From an optimization exercise on the open Yosys and OpenROAD flow, aimed at small area; shortcuts taken in it are not production practice.
RTL that was checked went through simulation tests only; none was proved equivalent to the original.
The flow treats the clock pin as an ideal source. Dropping or thinning the clock tree relies on that and would not hold on a real chip.

the baseline:
==> module m_prescale, before the edit <==
module m_prescale(input clock, input reset, output [4:0] count);
	reg [4:0] ca;
	assign count = ca;
	always @(posedge clock) begin
		if(reset) ca <= 5'd0;
		else ca <= {ca[4] ^ (&ca[3:0]), ca[3] ^ (&ca[2:0]), ca[2] ^ (&ca[1:0]), ca[1] ^ ca[0], ~ca[0]};
	end
endmodule
==> module m_ones60, before the edit <==
module m_ones60(input [3:0] q, output [3:0] next, output is9, output is3, output [6:0] seg);
	assign next[0] = (~q[1] & q[3]) | (~q[2] & q[3]);
	assign next[1] = (~q[1] & ~q[2]) | (~q[0] & q[1] & q[2] & q[3]);
	assign next[2] = (~q[0]);
	assign next[3] = (~q[1] & ~q[3]) | (~q[0] & ~q[1]);
	assign is9 = (q[0] & q[2] & ~q[3]);
	assign is3 = 1'b0;
	assign seg[0] = (~q[0] & ~q[1] & ~q[3]);
	assign seg[1] = (~q[1] & q[3]);
	assign seg[2] = (~q[0] & q[1] & q[2] & q[3]);
	assign seg[3] = (~q[1] & ~q[3]);
	assign seg[4] = (~q[3]) | (~q[0] & ~q[1]);
	assign seg[5] = (~q[1] & ~q[2]) | (~q[0] & q[1] & q[2]);
	assign seg[6] = (~q[1] & ~q[2]) | (q[0] & q[1]);
endmodule
==> module TopModule, before the edit <==
module TopModule(
	input CLK1,
	input RST,
	output [7:0] HEX0,
	output [7:0] HEX1,
	output [7:0] HEX2,
	output [7:0] HEX3,
	output [7:0] HEX4,
	output [7:0] HEX5,
	input [1:0] BTN,
	output [9:0] LED,
	input [9:0] SW
	);
	wire [4:0] ca;
	m_prescale p_chat(CLK1, RST, ca);
	wire ca0 = ~|ca;
	wire increment_button, reset_button;
	wire is_second_editing, is_minute_editing, is_hour_editing;
	wire sample;
	m_chattering_filter f_inc(CLK1, RST, sample, ~BTN[0], increment_button);
	m_chattering_filter f_res(CLK1, RST, sample, ~BTN[1], reset_button);
	m_chattering_filter f_sec(CLK1, RST, sample, SW[0], is_second_editing);
	m_chattering_filter f_min(CLK1, RST, sample, SW[1], is_minute_editing);
	m_chattering_filter f_hour(CLK1, RST, sample, SW[2], is_hour_editing);
	wire is_editing = is_second_editing | is_minute_editing | is_hour_editing;
	reg [9:0] cbx;
	wire ca0_run = ca0 & ~is_editing;
	always @(posedge CLK1) begin
		if(RST) cbx <= 10'h3ff;
		else if(ca0_run) cbx <= {cbx[9] ^ (&cbx[8:0]), cbx[8] ^ (&cbx[7:0]), cbx[7] ^ (&cbx[6:0]), cbx[6] ^ (&cbx[5:0]),
			cbx[5] ^ (&cbx[4:0]), cbx[4] ^ (&cbx[3:0]), cbx[3] ^ (&cbx[2:0]), cbx[2] ^ (&cbx[1:0]), cbx[1] ^ cbx[0], ~cbx[0]};
	end
	wire clock_1hz = ca0_run & (&cbx);
	wire [6:0] s1, m1, h1;
	wire [2:0] s10, m10, h10;
	wire second_last, minute_last, hour_last;
	wire second_countup, minute_countup, hour_countup;
	m_counter #(0) c_sec(CLK1, RST, clock_1hz | (is_second_editing & increment_button), is_second_editing & reset_button, s1, s10, second_last, second_countup);
	m_counter #(0) c_min(CLK1, RST, second_countup | (is_minute_editing & increment_button), is_minute_editing & reset_button, m1, m10, minute_last, minute_countup);
	m_counter #(1) c_hour(CLK1, RST, minute_countup | (is_hour_editing & increment_button), is_hour_editing & reset_button, h1, h10, hour_last, hour_countup);
	assign sample = ca0 & ~(clock_1hz & second_last);
	assign LED = {is_editing, 4'b0, reset_button, increment_button, is_hour_editing, is_minute_editing, is_second_editing};
	assign HEX0[6:0] = s1;
	m_seven_segment_tens d1(s10, HEX1[6:0]);
	assign HEX2[6:0] = m1;
	m_seven_segment_tens d3(m10, HEX3[6:0]);
	assign HEX4[6:0] = h1;
	assign HEX5[6:0] = {~h10[1], h10[1] | h10[0], h10[0], h10[0], h10[1], 1'b0, h10[0]};
	assign HEX0[7] = 1'b0;
	assign HEX1[7] = 1'b1;
	assign HEX2[7] = 1'b0;
	assign HEX3[7] = 1'b1;
	assign HEX4[7] = 1'b0;
	assign HEX5[7] = 1'b1;
endmodule
==> flow/config.mk <==
export PLATFORM = sky130hd
export DESIGN_NAME = TopModule
export DESIGN_NICKNAME = TopModule
export VERILOG_FILES = /design/flow/design.v
export SDC_FILE = /design/flow/constraint.sdc
export NUM_CORES = 4
export LEC_CHECK = 0
export CAP_MARGIN = 20
export CORE_MARGIN = 2
export CORE_UTILIZATION = 40
export SLEW_MARGIN = 20
==> flow/constraint.sdc <==
create_clock -name core_clock -period 20.0 [get_ports {CLK1}]
set_input_delay 4.0000 -clock core_clock [delete_from_list [all_inputs] [get_ports {CLK1}]]
set_output_delay 4.0000 -clock core_clock [all_outputs]
set_load 0.01 [all_outputs]
standard.sh (not shown) runs the stock make flow with config.mk's settings and CLKGATE_MAP_FILE= SYNTH_SCRIPT=/design/flow/synth_recipe.tcl, a recipe that flattens the netlist after the stock synthesis.
==> flow/flow/run.sh <==
#!/bin/bash
# Own layout flow: the standard synthesis script, with no half/full adder
# cells and no cell above the smallest drive, then the standard ORFS steps with
# area-oriented settings (smallest port buffers, cells downsized after
# floorplan, a small clock tree without dummy loads).
set -euo pipefail

# the platform's don't-use cells and every cell above the smallest drive
DONT_USE=$(tr '\n' ' ' < flow/dont_use.txt)

# The standard flow's synthesis script, with ABC mapping for area (flow/abc_override.tcl)
cat flow/abc_override.tcl synth_recipe.tcl > area_synth.tcl
AREA_ABC_SCRIPT=$PWD/flow/area.script bash standard.sh \
  "SYNTH_SCRIPT=$PWD/area_synth.tcl" \
  "DONT_USE_CELLS=$DONT_USE sky130_fd_sc_hd__ha_1 sky130_fd_sc_hd__fa_1" \
  "MIN_BUF_CELL_AND_PORTS=sky130_fd_sc_hd__buf_1 A X" \
  synth > synth.log 2>&1

bash standard.sh \
  "DONT_USE_CELLS=$DONT_USE" \
  "REMOVE_ABC_BUFFERS=1" \
  "SKIP_REPAIR_TIE_FANOUT=1" \
  "BUFFER_PORTS_ARGS=-buffer_cell sky130_fd_sc_hd__buf_1" \
  "CTS_ARGS=$(cat flow/cts_args.txt)" \
  "RECOVER_POWER=100" \
  "POST_CTS_TCL=$PWD/flow/clock_split.tcl" "CLOCK_SPLIT_COUNT=4" "CLOCK_SPLIT_CELL=sky130_fd_sc_hd__buf_4" \
  "POST_FLOORPLAN_TCL=$PWD/flow/downsize.tcl" \
  finish > finish.log 2>&1
Other scripts of this flow, unchanged in this note and not shown: flow/flow/abc_override.tcl, flow/flow/area.script, flow/flow/clock_split.tcl, flow/flow/cts_args.txt, flow/flow/dont_use.txt, flow/flow/downsize.tcl
For the candidate, these inputs were changed with respect to the baseline:
diff --git a/flow/design.v b/flow/design.v
--- a/flow/design.v
+++ b/flow/design.v
@@ -1,10 +1,10 @@
-module m_prescale(input clock, input reset, output [4:0] count);
-	reg [4:0] ca;
-	assign count = ca;
+module m_prescale(input clock, input reset, output ca0);
+	reg [4:0] cam1;
+	assign ca0 = &cam1;
 	always @(posedge clock) begin
-		if(reset) ca <= 5'd0;
-		else ca <= {ca[4] ^ (&ca[3:0]), ca[3] ^ (&ca[2:0]), ca[2] ^ (&ca[1:0]), ca[1] ^ ca[0], ~ca[0]};
+		if(reset) cam1 <= 5'h1f;
+		else cam1 <= {cam1[4] ^ (&cam1[3:0]), cam1[3] ^ (&cam1[2:0]), cam1[2] ^ (&cam1[1:0]), cam1[1] ^ cam1[0], ~cam1[0]};
 	end
 endmodule
 module m_chattering_filter(input clk, input reset, input sample, input signal_in, output signal_out);
 	reg signal_reg;
@@ -64,21 +64,21 @@
 		end
 	end
 endmodule
 module m_ones60(input [3:0] q, output [3:0] next, output is9, output is3, output [6:0] seg);
-	assign next[0] = (~q[1] & q[3]) | (~q[2] & q[3]);
-	assign next[1] = (~q[1] & ~q[2]) | (~q[0] & q[1] & q[2] & q[3]);
-	assign next[2] = (~q[0]);
+	assign next[0] = (~q[1] & q[3]) | (q[0] & q[1]);
+	assign next[1] = (q[0] & ~q[3]) | (~q[0] & q[1] & q[2] & q[3]);
+	assign next[2] = (q[2] & ~q[3]) | (q[1] & q[2]);
 	assign next[3] = (~q[1] & ~q[3]) | (~q[0] & ~q[1]);
-	assign is9 = (q[0] & q[2] & ~q[3]);
+	assign is9 = (~q[0] & ~q[2] & ~q[3]);
 	assign is3 = 1'b0;
-	assign seg[0] = (~q[0] & ~q[1] & ~q[3]);
+	assign seg[0] = (~q[1] & q[2] & ~q[3]);
 	assign seg[1] = (~q[1] & q[3]);
 	assign seg[2] = (~q[0] & q[1] & q[2] & q[3]);
 	assign seg[3] = (~q[1] & ~q[3]);
 	assign seg[4] = (~q[3]) | (~q[0] & ~q[1]);
-	assign seg[5] = (~q[1] & ~q[2]) | (~q[0] & q[1] & q[2]);
-	assign seg[6] = (~q[1] & ~q[2]) | (q[0] & q[1]);
+	assign seg[5] = (q[0] & ~q[3]) | (~q[0] & q[1] & q[2]);
+	assign seg[6] = (q[0] & q[2]) | (q[0] & ~q[3]);
 endmodule
 module m_ones24(input [3:0] q, output [3:0] next, output is9, output is3, output [6:0] seg);
 	assign next[0] = (q[1]) | (~q[0]);
 	assign next[1] = (~q[2]) | (~q[1] & ~q[3]) | (~q[0] & ~q[3]);
@@ -110,11 +110,10 @@
 	input [1:0] BTN,
 	output [9:0] LED,
 	input [9:0] SW
 	);
-	wire [4:0] ca;
-	m_prescale p_chat(CLK1, RST, ca);
-	wire ca0 = ~|ca;
+	wire ca0;
+	m_prescale p_chat(CLK1, RST, ca0);
 	wire increment_button, reset_button;
 	wire is_second_editing, is_minute_editing, is_hour_editing;
 	wire sample;
 	m_chattering_filter f_inc(CLK1, RST, sample, ~BTN[0], increment_button);
Results
The candidate completed; timing, DRC and antenna clean
Between the baseline and the candidate, the flow reports via count decreasing by a few percent.
Highest clock frequency the design can meet is higher on the candidate
Compared with the baseline, the candidate shows a higher register-to-register slack.
Changes observed in the candidate relative to the baseline: half-perimeter wire length of the detailed placement result went down, routed wire length went down.
No functional check of the RTL was part of the baseline. In every run of this note, the design's own scripts or RTL, not TritonCTS, make the clock network.

==> static timing again, ports no longer ideal <==
Ports are ideal in the flow. The routed layouts listed here were re-timed in OpenROAD. Step 1 sets driving cells, clkbuf_16 on the clock port and buf_2 on the other inputs (assumed; they add their load-dependent delay and slew). Step 2, shift: input delay + t, output delay - t, t = (earliest + latest rising clock arrival at the registers) / 2. This alone moves slack from input paths to output paths. a / b / c = ideal / step 1 / step 2; a / b = the first two.
run | t (ns) | setup slack, ns | worst hold slack (ns)
the baseline | 0.185 | 14.328 / 14.350 / 14.165 | 0.457 / 0.457 / 0.457
the candidate | 0.189 | 14.479 / 14.488 / 14.299 | 0.411 / 0.411 / 0.411
After both steps setup and hold are still met in every run listed. For the candidate, which loses most, drivers alone change the setup slack by +0.009 ns; drivers and shift together by -0.180 ns.
